What follows belongs to an exercise in optimizing a design on an open flow for a short achievable clock period and few clock cycles; a production flow would make more cautious choices. In this exercise RTL edits were held to simulation tests only and were not proved equivalent to the original. Power figures rest on the tool's default switching activity, not on a simulated workload.

**flow/design.v**
```verilog
module GeMIPS (
           input     wire               rst,           
           input     wire               clk,           
           output    wire[31:0]         rom_addr_o,    
           output    wire               ce_o,          
           input     wire[31:0]         rom_data_i,     
           input    wire[31:0]          ram2_data_i,
           output   wire[31:0]          ram2_addr_o,
           output   wire[31:0]          ram2_data_o,
           output   wire                ram2_we_o,
           output   wire[3:0]           ram2_sel_o,
           output   wire                ram2_ce_o
       );
wire id_stop,           
     mem_stop_end,
     if_stop;
STOPS STOPS_1 (
          .clk              (clk         ),
          .rst              (rst         ),
          .id_stop          (id_stop     ),
          .mem_stop_end     (mem_stop_end),
          .if_stop          (if_stop     )
      );
wire[31:0] pc_addr;          
assign rom_addr_o = pc_addr;
wire         pc_branch_flag_i;
wire[31:0]   pc_branch_address_i ;
pc_reg pc_reg_1(
           .rst     (rst),
           .clk     (clk),
           .pc      (pc_addr),
           .ce      (ce_o),
           .branch_flag_i               (pc_branch_flag_i),
           .branch_address_i            (pc_branch_address_i),
           .stops_stop              (if_stop)
       );
wire[31:0] id_pc;
wire[31:0] id_inst;
if_id if_id_1 (
          .rst      (rst),
          .clk      (clk),
          .if_pc    (pc_addr),
          .if_inst  (rom_data_i),
          .id_pc    (id_pc),
          .id_inst  (id_inst),
          .stops_stop              (if_stop)
      );
wire[4:0]   reg_waddr_i;
wire[31:0]  reg_wdata_i;
wire        reg_we_i;
wire[4:0]   reg_raddr_1_i;
wire        reg_re_1_i;
wire[31:0]  reg_wdata_1_o;
wire[4:0]   reg_raddr_2_i;
wire        reg_re_2_i;
wire[31:0]  reg_wdata_2_o;
regfile regfile_1(
            .rst        (rst),
            .clk        (clk),
            .waddr      (reg_waddr_i),
            .wdata      (reg_wdata_i),
            .we         (reg_we_i),
            .raddr_1    (reg_raddr_1_i),
            .re_1       (reg_re_1_i),
            .rdata_1    (reg_wdata_1_o),
            .raddr_2    (reg_raddr_2_i),
            .re_2       (reg_re_2_i),
            .rdata_2    (reg_wdata_2_o)
        );
wire[7:0]   id_aluop_o;
wire[3:0]   id_alusel_o;
wire[31:0]  id_reg_1_o;
wire[31:0]  id_reg_2_o;
wire[4:0]   id_waddr_o;
wire        id_we_o;
wire [31:0]  ex_wdata_o;
wire [4:0]   ex_waddr_o;
wire         ex_we_o;
wire[31:0]   id_link_addr_o;
wire         mem_we_o;
wire[4:0]    mem_waddr_o;
wire[31:0]   mem_wdata_o;
wire[31:0]   id_inst_o;
id id_1 (
       .rst                 (rst),
       .clk                 (clk),
       .pc                  (id_pc),
       .inst                (id_inst),
       .raddr_1             (reg_raddr_1_i),
       .re_1                (reg_re_1_i),
       .rdata_1             (reg_wdata_1_o),
       .raddr_2             (reg_raddr_2_i),
       .re_2                (reg_re_2_i),
       .rdata_2             (reg_wdata_2_o),
       .aluop               (id_aluop_o),
       .alusel              (id_alusel_o),
       .reg_1               (id_reg_1_o),
       .reg_2               (id_reg_2_o),
       .waddr               (id_waddr_o),
       .we                  (id_we_o),
       .ex_we_i             (ex_we_o),
       .ex_waddr_i          (ex_waddr_o),
       .ex_wdata_i          (ex_wdata_o),
       .mem_we_i            (mem_we_o),
       .mem_waddr_i         (mem_waddr_o),
       .mem_wdata_i         (mem_wdata_o),
       .branch_flag_o       (pc_branch_flag_i),
       .target_address_o    (pc_branch_address_i),
       .link_addr_o         (id_link_addr_o),
       .inst_o              (id_inst_o),
       .is_stop             (id_stop)
   );
wire[3:0]   id_ex_alusel_o;
wire[7:0]   id_ex_aluop_o;
wire[31:0]  id_ex_reg_1_o;
wire[31:0]  id_ex_reg_2_o;
wire[4:0]   id_ex_waddr_o;
wire        id_ex_we_o;
wire[31:0]  id_ex_link_addr_o;
wire[31:0]  id_ex_inst_o;
id_ex id_ex_1 (
          .rst          (rst),
          .clk          (clk),
          .id_alusel    (id_alusel_o),
          .id_aluop     (id_aluop_o),
          .id_reg_1     (id_reg_1_o),
          .id_reg_2     (id_reg_2_o),
          .id_waddr     (id_waddr_o),
          .id_we        (id_we_o),
          .ex_alusel    (id_ex_alusel_o),
          .ex_aluop     (id_ex_aluop_o),
          .ex_reg_1     (id_ex_reg_1_o),
          .ex_reg_2     (id_ex_reg_2_o),
          .ex_waddr     (id_ex_waddr_o),
          .ex_we        (id_ex_we_o),
          .id_link_addr_i   (id_link_addr_o),
          .ex_link_addr_o   (id_ex_link_addr_o),
          .id_inst          (id_inst_o),
          .ex_inst          (id_ex_inst_o)
      );
wire[7:0]    mem_op;
wire[31:0]   mem_addr_o;
wire[31:0]   mem_data_o;
ex ex_1(
       .rst         (rst),
       .clk         (clk),
       .alusel      (id_ex_alusel_o),
       .aluop       (id_ex_aluop_o),
       .reg_1       (id_ex_reg_1_o),
       .reg_2       (id_ex_reg_2_o),
       .waddr       (id_ex_waddr_o),
       .we          (id_ex_we_o),
       .wdata_o     (ex_wdata_o),
       .waddr_o     (ex_waddr_o),
       .we_o        (ex_we_o),
       .link_addr_i (id_ex_link_addr_o),
       .inst_i      (id_ex_inst_o),
       .mem_op      (mem_op),
       .mem_addr_o  (mem_addr_o),
       .mem_data_o  (mem_data_o)
   );
wire        ex_mem_we_o;
wire[4: 0]  ex_mem_waddr_o;
wire[31:0]  ex_mem_wdata_o;
wire[7:0]  mem_mem_op;
wire[31:0]  mem_mem_addr_o;
wire[31:0]  mem_mem_data_o;
ex_mem ex_mem_1(
           .rst         (rst),
           .clk         (clk),
           .ex_we       (ex_we_o),
           .ex_waddr    (ex_waddr_o),
           .ex_wdata    (ex_wdata_o),
           .mem_we      (ex_mem_we_o),
           .mem_waddr   (ex_mem_waddr_o),
           .mem_wdata   (ex_mem_wdata_o),
           .ex_mem_op       (mem_op),
           .ex_mem_addr_i   (mem_addr_o),
           .ex_mem_data_i   (mem_data_o),
           .mem_mem_op      (mem_mem_op),
           .mem_mem_addr_o  (mem_mem_addr_o),
           .mem_mem_data_o  (mem_mem_data_o)
       );
mem mem_1(
        .rst        (rst),
        .clk        (clk),
        .we_i       (ex_mem_we_o),
        .waddr_i    (ex_mem_waddr_o),
        .wdata_i    (ex_mem_wdata_o),
        .we_o       (mem_we_o),
        .waddr_o    (mem_waddr_o),
        .wdata_o    (mem_wdata_o),
        .mem_op         (mem_mem_op),
        .mem_addr_i     (mem_mem_addr_o),
        .mem_data_i     (mem_mem_data_o),
        .ram_data_i     (ram2_data_i),  
        .mem_addr_o     (ram2_addr_o),
        .mem_data_o     (ram2_data_o),
        .mem_we_o       (ram2_we_o),  
        .mem_sel_o      (ram2_sel_o),
        .mem_ce_o       (ram2_ce_o),     
        .stop_end       (mem_stop_end)
    );
wire        mem_wb_we_o;
wire[4:0]   mem_wb_waddr_o;
wire[31:0]  mem_wb_wdata_o;
mem_wb mem_wb_1 (
           .rst             (rst),
           .clk             (clk),
           .mem_we_i        (mem_we_o),
           .mem_waddr_i     (mem_waddr_o),
           .mem_wdata_i     (mem_wdata_o),
           .wb_we_o         (mem_wb_we_o),
           .wb_waddr_o      (mem_wb_waddr_o),
           .wb_wdata_o      (mem_wb_wdata_o)
       );
wb wb_1(
       .rst         (rst),
       .clk         (clk),
       .wd_i        (mem_wb_we_o),
       .waddr_i     (mem_wb_waddr_o),
       .wdata_i     (mem_wb_wdata_o),
       .wd_o        (reg_we_i),
       .waddr_o     (reg_waddr_i),
       .wdata_o     (reg_wdata_i)
   );
endmodule
module STOPS (
           input    wire    clk,             
           input    wire    rst,
           input    wire    id_stop,         
           input    wire    mem_stop_end,    
           output   reg     if_stop          
       );
reg[3:0] len;        
always @(negedge clk) begin
    if(rst) begin
        if_stop <= 1'b0;
        len <= 4'b0000;
    end
    else begin
        if(id_stop) begin
            len <= 4'b0001;
            if_stop <= 1'b1;
        end
        else begin
            case (len)
                4'b0001: begin
                    len <= 4'b0010;
                    if_stop <= 1'b1;
                end
                4'b0010: begin
                    len <= 4'b0100;
                    if_stop <= 1'b1;
                end
                4'b0100: begin
                    len <= 4'b1000;
                    if_stop <= 1'b1;
                end
                4'b1000: begin
                    len <= 4'b0000;
                    if_stop <= 1'b0;
                end
                default: begin
                    len <= 4'b0000;
                    if_stop <= 1'b0;
                end
            endcase
        end
    end
end
endmodule
module pc_reg (
           input    wire        rst,     
           input    wire        clk,     
           output   reg [31:0]  pc,      
           output   reg         ce,       
           input     wire       branch_flag_i,
           input    wire[31:0]  branch_address_i,
           input    wire        stops_stop       
       );
reg [31:0] next_pc;
always@(posedge clk) begin
    if(rst) begin
        ce <= 1'b0;
        pc <= 32'h8000_0000;
        next_pc <= 32'h8000_0004;
    end
    else begin
        if (stops_stop) begin
            ce <= ce;
            next_pc <= next_pc;
            pc <= pc;
        end
        else if(branch_flag_i) begin
            ce <= 1'b1;
            next_pc <= branch_address_i + 4'b0100;
            pc <= branch_address_i;
        end
        else begin
            ce <= 1'b1;
            next_pc <= next_pc + 4'b0100;
            pc <= next_pc;
        end
    end
end
endmodule
module if_id (
           input    wire        rst,             
           input    wire        clk,             
           input    wire[31:0]  if_pc,           
           input    wire[31:0]  if_inst,         
           output   reg [31:0]  id_pc,           
           output   reg [31:0]  id_inst,         
           input    wire        stops_stop       
       );
always @(posedge clk) begin
    if(rst) begin
        id_pc <= 32'h00000000;
        id_inst <= 32'h00000000;
    end
    else if (stops_stop) begin
        id_pc <= 32'h00000000;
        id_inst <= 32'h00000000;
    end
    else begin
        id_pc <= if_pc;
        id_inst <= if_inst;
    end
end
endmodule
module id (
           input    wire        rst,             
           input    wire        clk,             
           input    wire[31:0]  pc,              
           input    wire[31:0]  inst,            
           output   reg [4:0]   raddr_1,         
           output   reg         re_1,            
           input    wire[31:0]  rdata_1,         
           output   reg [4:0]   raddr_2,         
           output   reg         re_2,            
           input    wire[31:0]  rdata_2,         
           output   reg [7:0]   aluop,           
           output   reg [3:0]   alusel,          
           output   reg [31:0]  reg_1,           
           output   reg [31:0]  reg_2,           
           output   reg [4:0]   waddr,           
           output   reg         we,              
           input    wire        ex_we_i,         
           input    wire[4:0]   ex_waddr_i,      
           input    wire[31:0]  ex_wdata_i,      
           input    wire        mem_we_i,        
           input    wire[4:0]   mem_waddr_i,     
           input    wire[31:0]  mem_wdata_i,      
           output   reg         branch_flag_o,
           output   reg[31:0]   target_address_o,
           output   reg[31:0]   link_addr_o,
           output  wire[31:0]   inst_o,            
           output   reg         is_stop
       );
assign inst_o = inst;
wire[5:0] opcode       = inst[31:26];
wire[4:0] rs           = inst[25:21];
wire[4:0] rt           = inst[20:16];
wire[15:0] immediate   = inst[15:0];
wire[25:0] instr_index = inst[25:0];
wire[4:0] rd           = inst[15:11];
wire[4:0] sa           = inst[10:6];
wire[5:0] func         = inst[5:0];
wire[15:0] offset      = inst[15:0];
wire[31:0] immu = {16'b0000_0000_0000_0000, immediate};    
wire[31:0] imms = {{16{immediate[15]}}, immediate};         
wire[31:0] next_pc;      
assign next_pc = pc + 4'h4;
reg       uos;
reg       use_sa;
always @(*) begin
    if(rst) begin
        branch_flag_o <= 1'b0;
        target_address_o <= 32'h00000000;
        link_addr_o <= 32'h0000_0000;
    end
    else begin
        case (opcode)
            6'b000000: begin
                case (func)
                    6'b001000: begin
                        branch_flag_o <= 1'b1;
                        target_address_o <= reg_1;
                        link_addr_o <= 32'h0000_0000;
                    end
                    default : begin
                        branch_flag_o <= 1'b0;
                        target_address_o <= 32'h00000000;
                        link_addr_o <= 32'h0000_0000;
                    end
                endcase
            end
            6'b000100: begin
                if( reg_1 == reg_2) begin
                    branch_flag_o <= 1'b1;
                    target_address_o <= pc + {{14{offset[15]}},{offset[15:0], 2'b00}} + 32'h0000_0004;
                    link_addr_o <= 32'h0000_0000;
                end
                else begin
                    branch_flag_o <= 1'b0;
                    target_address_o <= 32'h00000000;
                    link_addr_o <= 32'h0000_0000;
                end
            end
            6'b000101: begin
                if( reg_1 != reg_2) begin
                    branch_flag_o <= 1'b1;
                    target_address_o <= pc + {{14{offset[15]}},{offset[15:0], 2'b00}} + 32'h0000_0004;
                    link_addr_o <= 32'h0000_0000;
                end
                else begin
                    branch_flag_o <= 1'b0;
                    target_address_o <= 32'h00000000;
                    link_addr_o <= 32'h0000_0000;
                end
            end
            6'b000111: begin
                if( $signed(reg_1) > 0) begin
                    branch_flag_o <= 1'b1;
                    target_address_o <= pc + {{14{offset[15]}},{offset[15:0], 2'b00}} + 32'h0000_0004;
                    link_addr_o <= 32'h0000_0000;
                end
                else begin
                    branch_flag_o <= 1'b0;
                    target_address_o <= 32'h00000000;
                    link_addr_o <= 32'h0000_0000;
                end
            end
            6'b000010: begin
                branch_flag_o <= 1'b1;
                target_address_o <= {next_pc[31:28], {instr_index, 2'b00}};
                link_addr_o <= 32'h0000_0000;
            end
            6'b000011: begin
                branch_flag_o <= 1'b1;
                target_address_o <= {next_pc[31:28], {instr_index, 2'b00}};
                link_addr_o <= pc + 8;
            end
            default : begin
                branch_flag_o <= 1'b0;
                target_address_o <= 32'h00000000;
                link_addr_o <= 32'h0000_0000;
            end
        endcase
    end
end
always @(*) begin
    if(rst) begin
        is_stop <= 1'b0;
    end
    else begin
        case (opcode)
            6'b101000,
            6'b101011,
            6'b100011,
            6'b100000: begin
                is_stop <= 1'b1;
            end
            default: begin
                is_stop <= 1'b0;
            end
        endcase
    end
end
always @(*) begin
    if(rst || inst == 32'h0000_0000) begin
        waddr <= 5'b00000;
        we <= 1'b0;
    end
    else begin
        case (opcode)
            6'b000000 : begin
                case (func)
                    6'b001000: begin
                        waddr <= rd;
                        we <= 1'b0;
                    end
                    default : begin
                        waddr <= rd;
                        we <= 1'b1;
                    end
                endcase
            end
            6'b100011,
            6'b100000,
            6'b001110,
            6'b001111,
            6'b001001,
            6'b001100,
            6'b001101: begin
                waddr <= rt;
                we <= 1'b1;
            end
            6'b000011: begin
                waddr <= 5'b11111;
                we <= 1'b1;
            end
            6'b011100: begin
                waddr <= rd;
                we <= 1'b1;
            end
            default : begin
                waddr <= 5'b00000;
                we <= 1'b0;
            end
        endcase
    end
end
always @(*) begin
    if(rst) begin
        alusel <= 4'b0000;
        aluop <= 8'b00000000;
    end
    else begin
        alusel <= 4'b0000;
        case (opcode)
            6'b000000 : begin
                case (func)
                    6'b100001: begin
                        aluop <= 8'b00001000;
                    end
                    6'b100100: begin
                        aluop <= 8'b00000001;
                    end
                    6'b100101: begin
                        aluop <= 8'b00000010;
                    end
                    6'b100110: begin
                        aluop <= 8'b00000101;
                    end
                    6'b000000: begin
                        aluop <= 8'b00000110;
                    end
                    6'b000010: begin
                        aluop <= 8'b00000111;
                    end
                    default: begin
                        aluop <= 8'b00000000;
                    end
                endcase
            end
            6'b001101: begin
                aluop <= 8'b00000010;
            end
            6'b001001: begin
                aluop <= 8'b00001000;
            end
            6'b001100: begin
                aluop <= 8'b00000001;
            end
            6'b001111: begin
                aluop <= 8'b00001101;
            end
            6'b001110: begin
                aluop <= 8'b00000101;
            end
            6'b000011: begin
                aluop <= 8'b00001110;
            end
            6'b011100: begin
                if(func == 6'b000010) begin
                    aluop <= 8'b00001011;
                end
                else begin
                    aluop <= 8'b00000000;
                end
            end
            default: begin
                aluop <= 8'b00000000;
            end
        endcase
    end
end
always @(*) begin
    if(rst || inst == 32'h0000_0000) begin
        raddr_1 <= 5'b00000;
        re_1 <= 1'b0;
        raddr_2 <= 5'b00000;
        re_2 <= 1'b0;
    end
    else begin
        case (opcode)
            6'b000000 : begin
                case (func)
                    6'b001000,
                    6'b100110,
                    6'b100101,
                    6'b100001,
                    6'b100100: begin
                        raddr_1 <= rs;
                        re_1 <= 1'b1;
                        raddr_2 <= rt;
                        re_2 <= 1'b1;
                    end
                    6'b000010,
                    6'b000000: begin
                        raddr_1 <= rt;
                        re_1 <= 1'b1;
                        raddr_2 <= 5'b00000;
                        re_2 <= 1'b0;
                    end
                    default : begin
                        raddr_1 <= rs;
                        re_1 <= 1'b1;
                        raddr_2 <= rt;
                        re_2 <= 1'b1;
                    end
                endcase
            end
            6'b000111,
            6'b001001,
            6'b001100,
            6'b001110,
            6'b001101: begin
                raddr_1 <= rs;
                re_1 <= 1'b1;
                raddr_2 <= rs;
                re_2 <= 1'b0;
            end
            6'b001111: begin
                raddr_1 <= rs;
                re_1 <= 1'b0;
                raddr_2 <= rs;
                re_2 <= 1'b0;
            end
            6'b101011,
            6'b101000,
            6'b000101,
            6'b000100: begin
                raddr_1 <= rs;
                re_1 <= 1'b1;
                raddr_2 <= rt;
                re_2 <= 1'b1;
            end
            6'b100011,
            6'b100000: begin
                raddr_1 <= rs;
                re_1 <= 1'b1;
                raddr_2 <= rt;
                re_2 <= 1'b0;
            end
            6'b011100: begin
                if(func == 6'b000010) begin
                    raddr_1 <= rs;
                    re_1 <= 1'b1;
                    raddr_2 <= rt;
                    re_2 <= 1'b1;
                end
                else begin
                    raddr_1 <= 5'b00000;
                    re_1 <= 1'b0;
                    raddr_2 <= 5'b00000;
                    re_2 <= 1'b0;
                end
            end
            default: begin
                raddr_1 <= 5'b00000;
                re_1 <= 1'b0;
                raddr_2 <= 5'b00000;
                re_2 <= 1'b0;
            end
        endcase
    end
end
always @(*) begin
    if(rst) begin
        uos <= 1'b0;
    end
    else begin
        case (opcode)
            6'b001111,
            6'b001100,
            6'b001110,
            6'b001101: begin
                uos <= 1'b0;         
            end
            6'b100000,
            6'b001001: begin
                uos <= 1'b1;         
            end
            default: begin
                uos <= 1'b0;
            end
        endcase
    end
end
always @(*) begin
    if(rst) begin
        use_sa <= 1'b0;
    end
    else begin
        case (opcode)
            6'b000000: begin
                case (func)
                    6'b000010,
                    6'b000000: begin
                        use_sa <= 1'b1;
                    end
                    default: begin
                        use_sa <= 1'b0;
                    end
                endcase
            end
            default: begin
                use_sa <= 1'b0;
            end
        endcase
    end
end
always @(*) begin
    if(rst) begin
        reg_1 <= 32'h00000000;
    end
    else begin
        if ((re_1 == 1'b1 && ex_we_i==1'b1 && ex_waddr_i != 5'b00000) &&
                (raddr_1 == ex_waddr_i)) begin
            reg_1 <= ex_wdata_i;
        end
        else if ((re_1 == 1'b1 && mem_we_i==1'b1 && mem_waddr_i != 5'b00000) &&
                 (raddr_1 == mem_waddr_i)) begin
            reg_1 <= mem_wdata_i;
        end
        else if (re_1 == 1'b1) begin
            reg_1 <= rdata_1;
        end
        else if (re_1 == 1'b0) begin
            if(use_sa) begin
                reg_1 <= {{27{1'b0}}, sa};
            end
            else if(uos) begin
                reg_1 <= imms;
            end
            else begin
                reg_1 <= immu;
            end
        end
        else begin
            reg_1 <= 32'h00000000;
        end
    end
end
always @(*) begin
    if(rst) begin
        reg_2 <= 32'h00000000;
    end
    else begin
        if ((re_2 == 1'b1 && ex_we_i==1'b1 && ex_waddr_i != 5'b00000) &&
                (raddr_2 == ex_waddr_i)) begin
            reg_2 <= ex_wdata_i;
        end
        else if ((re_2 == 1'b1 && mem_we_i==1'b1 && mem_waddr_i != 5'b00000) &&
                 (raddr_2 == mem_waddr_i)) begin
            reg_2 <= mem_wdata_i;
        end
        else if (re_2 == 1'b1) begin
            reg_2 <= rdata_2;
        end
        else if (re_2 == 1'b0) begin
            if(use_sa) begin
                reg_2 <= {{27{1'b0}}, sa};
            end
            else if(uos) begin
                reg_2 <= imms;               
            end
            else begin
                reg_2 <= immu;               
            end
        end
        else begin
            reg_2 <= 32'h00000000;
        end
    end
end
endmodule
module regfile (
           input    wire        rst,     
           input    wire        clk,     
           (*mark_debug = "true"*)input    wire[4:0]   waddr,   
           (*mark_debug = "true"*)input    wire[31:0]  wdata,   
           (*mark_debug = "true"*)input    wire        we,      
           input    wire[4:0]   raddr_1, 
           input    wire        re_1,    
           output   reg [31:0]  rdata_1, 
           input    wire[4:0]   raddr_2, 
           input    wire        re_2,    
           output   reg [31:0]  rdata_2  
       );
reg[31:0] regs[0:31];  
(*mark_debug = "true"*)wire[31:0] debug_regs_zero_0 = regs[0];
(*mark_debug = "true"*)wire[31:0] debug_regs_at_1 = regs[1];
(*mark_debug = "true"*)wire[31:0] debug_regs_v0_2 = regs[2];
(*mark_debug = "true"*)wire[31:0] debug_regs_v1_3 = regs[3];
(*mark_debug = "true"*)wire[31:0] debug_regs_a0_4 = regs[4];
(*mark_debug = "true"*)wire[31:0] debug_regs_a1_5 = regs[5];
(*mark_debug = "true"*)wire[31:0] debug_regs_a2_6 = regs[6];
(*mark_debug = "true"*)wire[31:0] debug_regs_a3_7 = regs[7];
(*mark_debug = "true"*)wire[31:0] debug_regs_t0_8 = regs[8];
(*mark_debug = "true"*)wire[31:0] debug_regs_t1_9 = regs[9];
(*mark_debug = "true"*)wire[31:0] debug_regs_t2_10 = regs[10];
(*mark_debug = "true"*)wire[31:0] debug_regs_t3_11 = regs[11];
(*mark_debug = "true"*)wire[31:0] debug_regs_t4_12 = regs[12];
(*mark_debug = "true"*)wire[31:0] debug_regs_t5_13 = regs[13];
(*mark_debug = "true"*)wire[31:0] debug_regs_t6_14 = regs[14];
(*mark_debug = "true"*)wire[31:0] debug_regs_t7_15 = regs[15];
(*mark_debug = "true"*)wire[31:0] debug_regs_s0_16 = regs[16];
(*mark_debug = "true"*)wire[31:0] debug_regs_s1_17 = regs[17];
(*mark_debug = "true"*)wire[31:0] debug_regs_s2_18 = regs[18];
(*mark_debug = "true"*)wire[31:0] debug_regs_s3_19 = regs[19];
(*mark_debug = "true"*)wire[31:0] debug_regs_s4_20 = regs[20];
(*mark_debug = "true"*)wire[31:0] debug_regs_s5_21 = regs[21];
(*mark_debug = "true"*)wire[31:0] debug_regs_s6_22 = regs[22];
(*mark_debug = "true"*)wire[31:0] debug_regs_s7_23 = regs[23];
(*mark_debug = "true"*)wire[31:0] debug_regs_t8_24 = regs[24];
(*mark_debug = "true"*)wire[31:0] debug_regs_t9_25 = regs[25];
(*mark_debug = "true"*)wire[31:0] debug_regs_26 = regs[26];
(*mark_debug = "true"*)wire[31:0] debug_regs_27 = regs[27];
(*mark_debug = "true"*)wire[31:0] debug_regs_gp_28 = regs[28];
(*mark_debug = "true"*)wire[31:0] debug_regs_sp_29 = regs[29];
(*mark_debug = "true"*)wire[31:0] debug_regs_fp_30 = regs[30];
(*mark_debug = "true"*)wire[31:0] debug_regs_ra_31 = regs[31];
integer i;
always@(negedge clk) begin
    if(rst) begin
        for ( i= 0;i < 32;i = i+1 ) begin
            regs[i] <= 32'h00000000;
        end
    end
    else begin
        if(we == 1'b1) begin
            if(waddr != 5'b00000) begin
                regs[waddr] <= wdata;
            end
            else begin
                for ( i= 0;i < 32;i = i+1 ) begin
                    regs[i] <= regs[i];
                end
            end
        end
        else begin
            for ( i= 0;i < 32;i = i+1 ) begin
                regs[i] <= regs[i];
            end
        end
    end
end
always @(*) begin
    if(rst) begin
        rdata_1 <= 32'h00000000;
    end
    else begin
        if(re_1) begin
            if(raddr_1 == 5'b00000) begin
                rdata_1 <= 32'h00000000;
            end
            else if (raddr_1 == waddr) begin
                rdata_1 <= wdata;
            end
            else begin
                rdata_1 <= regs[raddr_1];
            end
        end
        else begin
            rdata_1 <= 32'h00000000;
        end
    end
end
always @(*) begin
    if(rst) begin
        rdata_2 <= 32'h00000000;
    end
    else begin
        if(re_2) begin
            if(raddr_2 == 5'b00000) begin
                rdata_2 <= 32'h00000000;
            end
            else if (raddr_2 == waddr) begin
                rdata_2 <= wdata;
            end
            else begin
                rdata_2 <= regs[raddr_2];
            end
        end
        else begin
            rdata_2 <= 32'h00000000;
        end
    end
end
endmodule
module id_ex (
           input    wire        rst,         
           input    wire        clk,         
           input    wire[3:0]   id_alusel,
           input    wire[7:0]   id_aluop,
           input    wire[31:0]  id_reg_1,
           input    wire[31:0]  id_reg_2,
           input    wire[4:0]   id_waddr,
           input    wire        id_we,
           output   reg [3:0]   ex_alusel,
           output   reg [7:0]   ex_aluop,
           output   reg [31:0]  ex_reg_1,
           output   reg [31:0]  ex_reg_2,
           output   reg [4:0]   ex_waddr,
           output   reg         ex_we,
           input    wire[31:0]      id_link_addr_i,
           output   reg[31:0]       ex_link_addr_o,
           input    wire[31:0]      id_inst,
           output   reg[31:0]       ex_inst
       );
always @(posedge clk) begin
    if(rst) begin
        ex_alusel <= 4'b0000;
        ex_aluop <= 8'b00000000;
        ex_reg_1 <= 32'h00000000;
        ex_reg_2 <= 32'h00000000;
        ex_waddr <= 5'b00000;
        ex_we <= 1'b0;
        ex_link_addr_o  <= 32'h00000000;
        ex_inst <= 32'h00000000;
    end
    else begin
        ex_alusel <= id_alusel;
        ex_aluop <= id_aluop;
        ex_reg_1 <= id_reg_1;
        ex_reg_2 <= id_reg_2;
        ex_waddr <= id_waddr;
        ex_we <= id_we;
        ex_link_addr_o  <= id_link_addr_i;
        ex_inst <= id_inst;
    end
end
endmodule
module ex (
           input   wire        rst,     
           input   wire        clk,     
           input   wire[3:0]   alusel,
           input   wire[7:0]   aluop,
           input   wire[31:0]  reg_1,
           input   wire[31:0]  reg_2,
           input   wire[4:0]   waddr,
           input   wire        we,
           output  reg [31:0]  wdata_o,
           output  reg [4:0]   waddr_o,
           output  reg         we_o,
           input   wire[31:0]  link_addr_i,
           input    wire[31:0]  inst_i,          
           output   reg[7:0]    mem_op,          
           output   reg[31:0]   mem_addr_o,      
           output   reg[31:0]   mem_data_o       
       );
wire [31:0]     multiplier;                      
wire [31:0]     multiplicand;                    
wire [63:0]     mul_tmp;                         
wire [31:0]     mul_tmp_32;                      
assign multiplier = reg_1[31] ? (~reg_1 +1'b1) : reg_1;
assign multiplicand = reg_2[31] ? (~reg_2 +1'b1) : reg_2;
assign mul_tmp = multiplier * multiplicand;
assign mul_tmp_32 = mul_tmp[31:0];
always@(*) begin
    if(rst) begin
        wdata_o <= 32'h00000000;
        waddr_o <= 5'b00000;
        we_o <= 1'b0;
    end
    else begin
        waddr_o <= waddr;
        we_o <= we;
        case (aluop)
            8'b00000010: begin
                wdata_o <= reg_1 | reg_2;
            end
            8'b00000001: begin
                wdata_o <= reg_1 & reg_2;
            end
            8'b00000011: begin
                wdata_o <= ~reg_1;
            end
            8'b00001000: begin
                wdata_o <= reg_1 + reg_2;
            end
            8'b00001011: begin
                if(reg_1[31] ^ reg_2[31] == 1'b1) begin
                    wdata_o <= ~mul_tmp_32+1;
                end
                else begin
                    wdata_o <= mul_tmp_32;
                end
            end
            8'b00001101: begin
                wdata_o <= { reg_1[15:0], {16{1'b0}}};
            end
            8'b00000101: begin
                wdata_o <= reg_1 ^ reg_2;
            end
            8'b00000110: begin
                wdata_o <= reg_1 << reg_2;
            end
            8'b00000111: begin
                wdata_o <= reg_1 >> reg_2;
            end
            8'b00001110: begin
                wdata_o <= link_addr_i;
            end
            default: begin
                wdata_o <= 32'h00000000;
            end
        endcase
    end
end
wire[5:0] opcode       = inst_i[31:26];
wire[4:0] rs           = inst_i[25:21];
wire[4:0] rt           = inst_i[20:16];
wire[15:0] immediate   = inst_i[15:0];
wire[25:0] instr_index = inst_i[25:0];
wire[4:0] rd           = inst_i[15:11];
wire[4:0] sa           = inst_i[10:6];
wire[5:0] func         = inst_i[5:0];
wire[15:0] offset      = inst_i[15:0];
wire[31:0] immu = {16'b0000_0000_0000_0000, immediate};    
wire[31:0] imms = {{16{immediate[15]}}, immediate};         
always@(*) begin
    if(rst) begin
        mem_op <= 8'b00000000;
        mem_addr_o <= 32'b0000_0000;
        mem_data_o <= 32'b0000_0000;
    end
    else begin
        case (opcode)
            6'b100000: begin
                mem_op <= 8'b00000001;
                mem_addr_o <= reg_1 + {{16{immediate[15]}}, immediate};
                mem_data_o <= 32'b0000_0000;
            end
            6'b100011: begin
                mem_op <= 8'b00000010;
                mem_addr_o <= reg_1 + imms;
                mem_data_o <= 32'b0000_0000;
            end
            6'b101000: begin
                mem_op <= 8'b00000011;
                mem_addr_o <= reg_1 + imms;
                mem_data_o <= {4{reg_2[7:0]}};
            end
            6'b101011: begin
                mem_op <= 8'b00000100;
                mem_addr_o <= reg_1 + imms;
                mem_data_o <= reg_2;
            end
            default: begin
                mem_op <= 8'b00000000;
                mem_addr_o <= 32'b0000_0000;
                mem_data_o <= 32'b0000_0000;
            end
        endcase
    end
end
endmodule
module ex_mem (
           input    wire        rst,         
           input    wire        clk,         
           input    wire        ex_we,
           input    wire[4:0]   ex_waddr,
           input    wire[31:0]  ex_wdata,
           output   reg        mem_we,
           output   reg[4:0]   mem_waddr,
           output   reg[31:0]  mem_wdata,
           input    wire[7:0]    ex_mem_op,
           input    wire[31:0]   ex_mem_addr_i,
           input    wire[31:0]   ex_mem_data_i,
           output    reg[7:0]    mem_mem_op,
           output    reg[31:0]   mem_mem_addr_o,
           output    reg[31:0]   mem_mem_data_o
       );
always@(posedge clk) begin
    if (rst) begin
        mem_we <= 1'b0;
        mem_waddr <= 5'b00000;
        mem_wdata <= 32'h00000000;
        mem_mem_op <= 8'b00000000;
        mem_mem_addr_o <= 32'h00000000;
        mem_mem_data_o <= 32'h00000000;
    end
    else begin
        mem_we <= ex_we;
        mem_waddr <= ex_waddr;
        mem_wdata <= ex_wdata;
        mem_mem_op <= ex_mem_op;
        mem_mem_addr_o <= ex_mem_addr_i;
        mem_mem_data_o <= ex_mem_data_i;
    end
end
endmodule
module mem (
           input        wire        rst,         
           input        wire        clk,         
           input        wire        we_i,        
           input        wire[4:0]   waddr_i,     
           input        wire[31:0]  wdata_i,     
           output       reg         we_o,        
           output       reg[4:0]    waddr_o,     
           output       reg[31:0]   wdata_o,     
           input        wire[7:0]   mem_op,      
           input        wire[31:0]  mem_addr_i,  
           input        wire[31:0]  mem_data_i,  
           input      wire[31:0]    ram_data_i,   
           output      reg[31:0]    mem_addr_o,   
           output      reg[31:0]    mem_data_o,   
           output      reg          mem_we_o,     
           output      reg[3:0]     mem_sel_o,    
           output      reg          mem_ce_o,      
           output      reg          stop_end     
       );
always@(*) begin
    if(rst) begin
        we_o <= 1'b0;
        waddr_o <= 5'b00000;
        wdata_o <= 32'h00000000;
        mem_addr_o <= 32'b00000000;
        mem_data_o <= 32'b00000000;
        mem_we_o <= 1'b0;
        mem_ce_o <= 1'b0;
    end
    else begin
        we_o <= we_i;
        waddr_o <= waddr_i;
        case (mem_op)
            8'b00000001:  begin
                mem_addr_o <= mem_addr_i;
                mem_data_o <= 32'b00000000;
                mem_we_o <= 1'b1;
                mem_ce_o <= 1'b1;
                wdata_o <= ram_data_i;
            end
            8'b00000010:  begin
                mem_addr_o <= mem_addr_i;
                mem_data_o <= 32'b00000000;
                mem_we_o <= 1'b1;
                mem_ce_o <= 1'b1;
                wdata_o <= ram_data_i;
            end
            8'b00000011:  begin
                mem_addr_o <= mem_addr_i;
                mem_data_o <= mem_data_i;
                mem_we_o <= 1'b0;
                mem_ce_o <= 1'b1;
                wdata_o <= 32'b00000000;
            end
            8'b00000100:  begin
                mem_addr_o <= mem_addr_i;
                mem_data_o <= mem_data_i;
                mem_we_o <= 1'b0;
                mem_ce_o <= 1'b1;
                wdata_o <= 32'b00000000;
            end
            default: begin
                wdata_o <= wdata_i;
                mem_addr_o <= 32'b00000000;
                mem_data_o <= 32'b00000000;
                mem_we_o <= 1'b0;
                mem_ce_o <= 1'b0;
            end
        endcase
    end
end
always @(*)  begin
    if(rst) begin
        mem_sel_o <= 4'b0000;
    end
    else begin
        case (mem_op)
            8'b00000001,
            8'b00000011:  begin
                case (mem_addr_i[1:0])
                    2'b00: begin
                        mem_sel_o <= 4'b1110;
                    end
                    2'b01: begin
                        mem_sel_o <= 4'b1101;
                    end
                    2'b10: begin
                        mem_sel_o <= 4'b1011;
                    end
                    2'b11: begin
                        mem_sel_o <= 4'b0111;
                    end
                    default: begin
                        mem_sel_o <= 4'b1111;
                    end
                endcase
            end
            8'b00000010,
            8'b00000100:  begin
                mem_sel_o <=  4'b0000;
            end
            default: begin
                mem_sel_o <= 4'b1111;
            end
        endcase
    end
end
always@(*) begin
    if(rst) begin
        stop_end <= 1'b0;
    end
    else begin
        case (mem_op)
            8'b00000011,
            8'b00000100,
            8'b00000001,
            8'b00000010:  begin
                stop_end <= 1'b1;
            end
            default: begin
                stop_end <= 1'b0;
            end
        endcase
    end
end
endmodule
module mem_wb (
           input    wire        rst,             
           input    wire        clk,             
           input    wire        mem_we_i,
           input    wire[4:0]   mem_waddr_i,
           input    wire[31:0]  mem_wdata_i,
           output    reg        wb_we_o,
           output    reg[4:0]   wb_waddr_o,
           output    reg[31:0]  wb_wdata_o
       );
always@(posedge clk) begin
    if(rst) begin
        wb_we_o <= 1'b0;
        wb_waddr_o <= 5'b00000;
        wb_wdata_o <= 32'h00000000;
    end
    else begin
        wb_we_o    <= mem_we_i;
        wb_waddr_o <= mem_waddr_i;
        wb_wdata_o <= mem_wdata_i;
    end
end
endmodule
module wb (
           input        wire        rst,     
           input        wire        clk,     
           input        wire        wd_i,
           input        wire[4:0]   waddr_i,
           input        wire[31:0]  wdata_i,
           output       reg         wd_o,
           output       reg[4:0]    waddr_o,
           output       reg[31:0]   wdata_o
       );
always@(*) begin
    if(rst) begin
        wd_o <= 1'b0;
        waddr_o <= 5'b00000;
        wdata_o <= 32'h00000000;
    end
    else begin
        wd_o    <= wd_i;
        waddr_o <= waddr_i;
        wdata_o <= wdata_i;
    end
end
endmodule
```
**flow/run.sh**
```bash
#!/bin/bash
# synth_recipe.tcl (not shown) runs the flow's synth.tcl, then flattens the netlist and writes it again
# the make line also repeats each setting of config.mk as NAME=value (left out here)
make -C /OpenROAD-flow-scripts/flow DESIGN_CONFIG=/design/flow/config.mk WORK_HOME=/design/flow/orfs CLKGATE_MAP_FILE= SYNTH_SCRIPT=/design/flow/synth_recipe.tcl finish
```
**flow/config.mk**
```make
export PLATFORM = sky130hd
export DESIGN_NAME = GeMIPS
export DESIGN_NICKNAME = GeMIPS
export VERILOG_FILES = /design/flow/design.v
export SDC_FILE = /design/flow/constraint.sdc
export NUM_CORES = 8
export LEC_CHECK = 0
export CAP_MARGIN = 20
export CORE_MARGIN = 2
export CORE_UTILIZATION = 40
export SLEW_MARGIN = 20
```
**flow/constraint.sdc**
```tcl
create_clock -name core_clock -period 14.5 [get_ports {clk}]
set_input_delay 2.9000 -clock core_clock [delete_from_list [all_inputs] [get_ports {clk}]]
set_output_delay 2.9000 -clock core_clock [all_outputs]
set_load 0.01 [all_outputs]
```
==> results.txt <==
-- logic make-up (layout without fill, tap and decap cells) --
family,after synthesis,count (layout),synth area share [%]
AND/OR/NAND/NOR,4238,4238,20.4
AO/OA/AOI/OAI,2412,2412,16.3
buffers and inverters,1476,2712,5.67
flip-flops,1429,1429,38.1
adder cells (fa/ha/maj),691,691,11.5
multiplexers,453,453,4.98
XOR/XNOR,356,356,3.07
other,1,97,0.00367
-- power by group through the flow --
stage / registers (mW) / clock network (mW) / logic [mW]
2_1_floorplan: 4.66 / 0.420 / 0.966
3_3_place_gp: 4.69 / 0.420 / 1.88
3_5_place_dp: 4.69 / 0.420 / 1.89
4_1_cts: 4.63 / 5.74 / 1.90
5_1_grt: 4.65 / 6.11 / 2.03
6_report: 4.64 / 5.75 / 2.00
-- layer usage --
layer	vias to the layer above	track usage [%]
met2	8743	60.4
li1	41600	-
met5	-	0
met1	49700	46.9
met3	2507	14.2
met4	32	35.7
-- cells in the mapped netlist, types with 23 or more instances --
cell	number
xor2_1	87
o211ai_1	66
a222oi_1	39
a221oi_1	210
or3_1	40
a22o_1	55
clkbuf_1	663
buf_1	98
and3_1	64
nand2_1	1196
ha_1	280
a31oi_1	96
nor2_1	936
a211oi_1	120
o21ai_0	464
inv_1	573
a21o_1	55
nand4_1	59
o221ai_1	103
o2111ai_1	23
o22ai_1	91
buf_2	113
or2_2	28
nand3_1	262
mux4_2	35
o31ai_1	49
dfxtp_1	405
xnor2_1	268
o41ai_1	26
o21a_1	34
nor3_1	255
nand2b_1	65
mux2_2	88
or4_1	26
a221o_1	72
mux2i_1	330
a22oi_1	78
fa_1	411
edfxtp_1	1024
and2_1	1086
nor2b_1	85
nor4_1	55
a311oi_1	23
a21oi_1	526
-- path summary, 6_finish.rpt --
kind                                from                    to  slack (ns)  cells after the start
setup / recovery  regfile_1.regs[27][10]  pc_reg_1.next_pc[16]        0.12                     26
hold / removal               pc_reg_1.ce           pc_reg_1.ce        0.46                      1
setup reg to reg  regfile_1.regs[27][10]  pc_reg_1.next_pc[16]        0.12                     26
hold reg to reg              pc_reg_1.ce           pc_reg_1.ce        0.46                      1
-- through the flow --
step                      TNS, ns  util [%]  setup WS [ns]  hold WS, ns
after floorplan            -12.78         -         -0.133        0.410
after global placement          0      43.5        0.00444        0.448
after detailed placement        0      43.6          0.235        0.460
after CTS                       0      47.4          0.227        0.475
after global routing      -0.0337      47.4        -0.0225        0.498
final                           0      47.5          0.120        0.464
-- cell type report --
type / count / area, um^2
Fill cell: 24100 / 133000
Multi-Input combinational cell: 8182 / 58500
Sequential cell: 1429 / 38900
Timing Repair Buffer: 796 / 6920
Clock inverter: 1156 / 5350
Clock buffer: 184 / 4340
Tap cell: 3366 / 4210
Inverter: 576 / 2160
Antenna cell: 65 / 163
-- layout by cell type, fill, tap and decap left out, types with 167 or more instances in the layout --
cell type           n
inv_1            1621
clkbuf_16         170
o21ai_0           426
nand3_1           258
buf_4             586
a221oi_1          210
ha_1              280
fa_1              411
mux2i_1           330
and2_1           1086
nor3_1            250
clkdlybuf4s50_1   167
xnor2_1           258
nand2_1          1189
nor2_1            887
a21oi_1           524
edfxtp_1         1024
dfxtp_1           390
-- timing repair --
| action | in CTS | in global routing |
|---|---|---|
| hold buffers | 0 | 0 |
| resized for setup | 0 | 13 |
| hold endpoints to repair | 0 | 0 |
| setup endpoints to repair | 0 | 13 |
==> summary.txt <==
slowest stage delay, CP: 0.60 ns
total CTS buffers: 169
vias in the first global route: 101000
Distinct cells, synth: 106
CP top delay family: compound AO/OA/AOI/OAI gates
Worst-Skew Late Latency: 0.89 ns
GP Congestion: 1.06
routed wl met2: 231 mm
leakage power: 49.6 nW
Starting Density: 40.2%
largest net degree at the start of global routing: 122
CP Buf/Inv Count: 2
drt total wl: 545 mm
mapped cell area: 102000 um^2
layout cells sized above 1: 10.2%
antenna violations before repair: 57
Seq/Total Area, Yosys: 38.1%
final setup fails: 0
worst vdd ir: 0.126 mV
DRC viols: 0
Largest Register: regfile_1.regs
placed insts: 14300
Sink Count: 1429
P_int: 8.03 mW
ranking of synthesized cells by area: edfxtp_1 (30%), fa_1 (8.1%), dfxtp_1 (7.9%), and2_1 (6.7%), nand2_1 (4.4%)
std cell rows: 185
top-area cell type share of the netlist area: 30.1%
final-report max-slew violation count: 0
Worst EP required: 15.24 ns
wire length on met3: 72.0 mm
Min-Delay Path Class: reg -> reg
Power per Cell Area: 103 nW/um^2
Critical-path top delay cell: edfxtp_1
first-pass GRT wire length: 752 mm
nets: 12900
drt first pass iters: 9
WS Path Type: reg -> reg
die area: 259000 um^2
max-cap violation count: 0
chip height: 509 um
post-synth top area cell: edfxtp_1
I/O pin count: 169
Post-CTS Setup Bufs: 0
core box area: 254000 um^2
top_reg_cell synth: edfxtp_1
startpoint types: flop
clk buf depth: 3
root buffer cell: clkbuf_16
1st-iter DRT viols: 16700
P_sw: 4.37 mW
Crit. End Element: flop
Post-Route M1 WL: 186 mm
ys async rst share: 0%
Final ANT Viol Nets: 0
total power: 12.4 mW
synthesized flop and latch total: 1429
overflow left after global routing: 0
Post-DP HPWL: 367 mm
syn_area_per_cell: 9.23 um^2
post-layout instance area: 121000 um^2
Post-synth EDFFs: 1024
Worst-path clk slew: 0.06 ns
Final Skew: 0.0993 ns
Post-Syn Instances: 11100
hold violation total from the final report: 0
Clk pwr share: 46.4%
CTS tree: built
Flop pwr share: 37.4%
worst slew pin tran: 1.28 ns
max reg flops: 1024
Syn-to-layout area delta: 18.1%
Die W: 509 um
outcome: no timing/DRC/antenna violations
vias per inst: 6.51
worst rel slew slack: 13.7%
switch share: 35.2%
total track usage: 40.9%
Finished Layout Cells: 15800
placed cell area: 111000 um^2
highest metal used: met5
Ys Warns: 11
Crit Path Max Fanout: 6
Arrival @ worst endpoint: 15.12 ns
Logic pwr share: 16.2%
wire per inst: 34.6 um
H-tree lvl count: 4
count of buffers from port buffering: 168
vias: 103000
Testbench counts, summed over its fixed seeds: cycles 324,192.
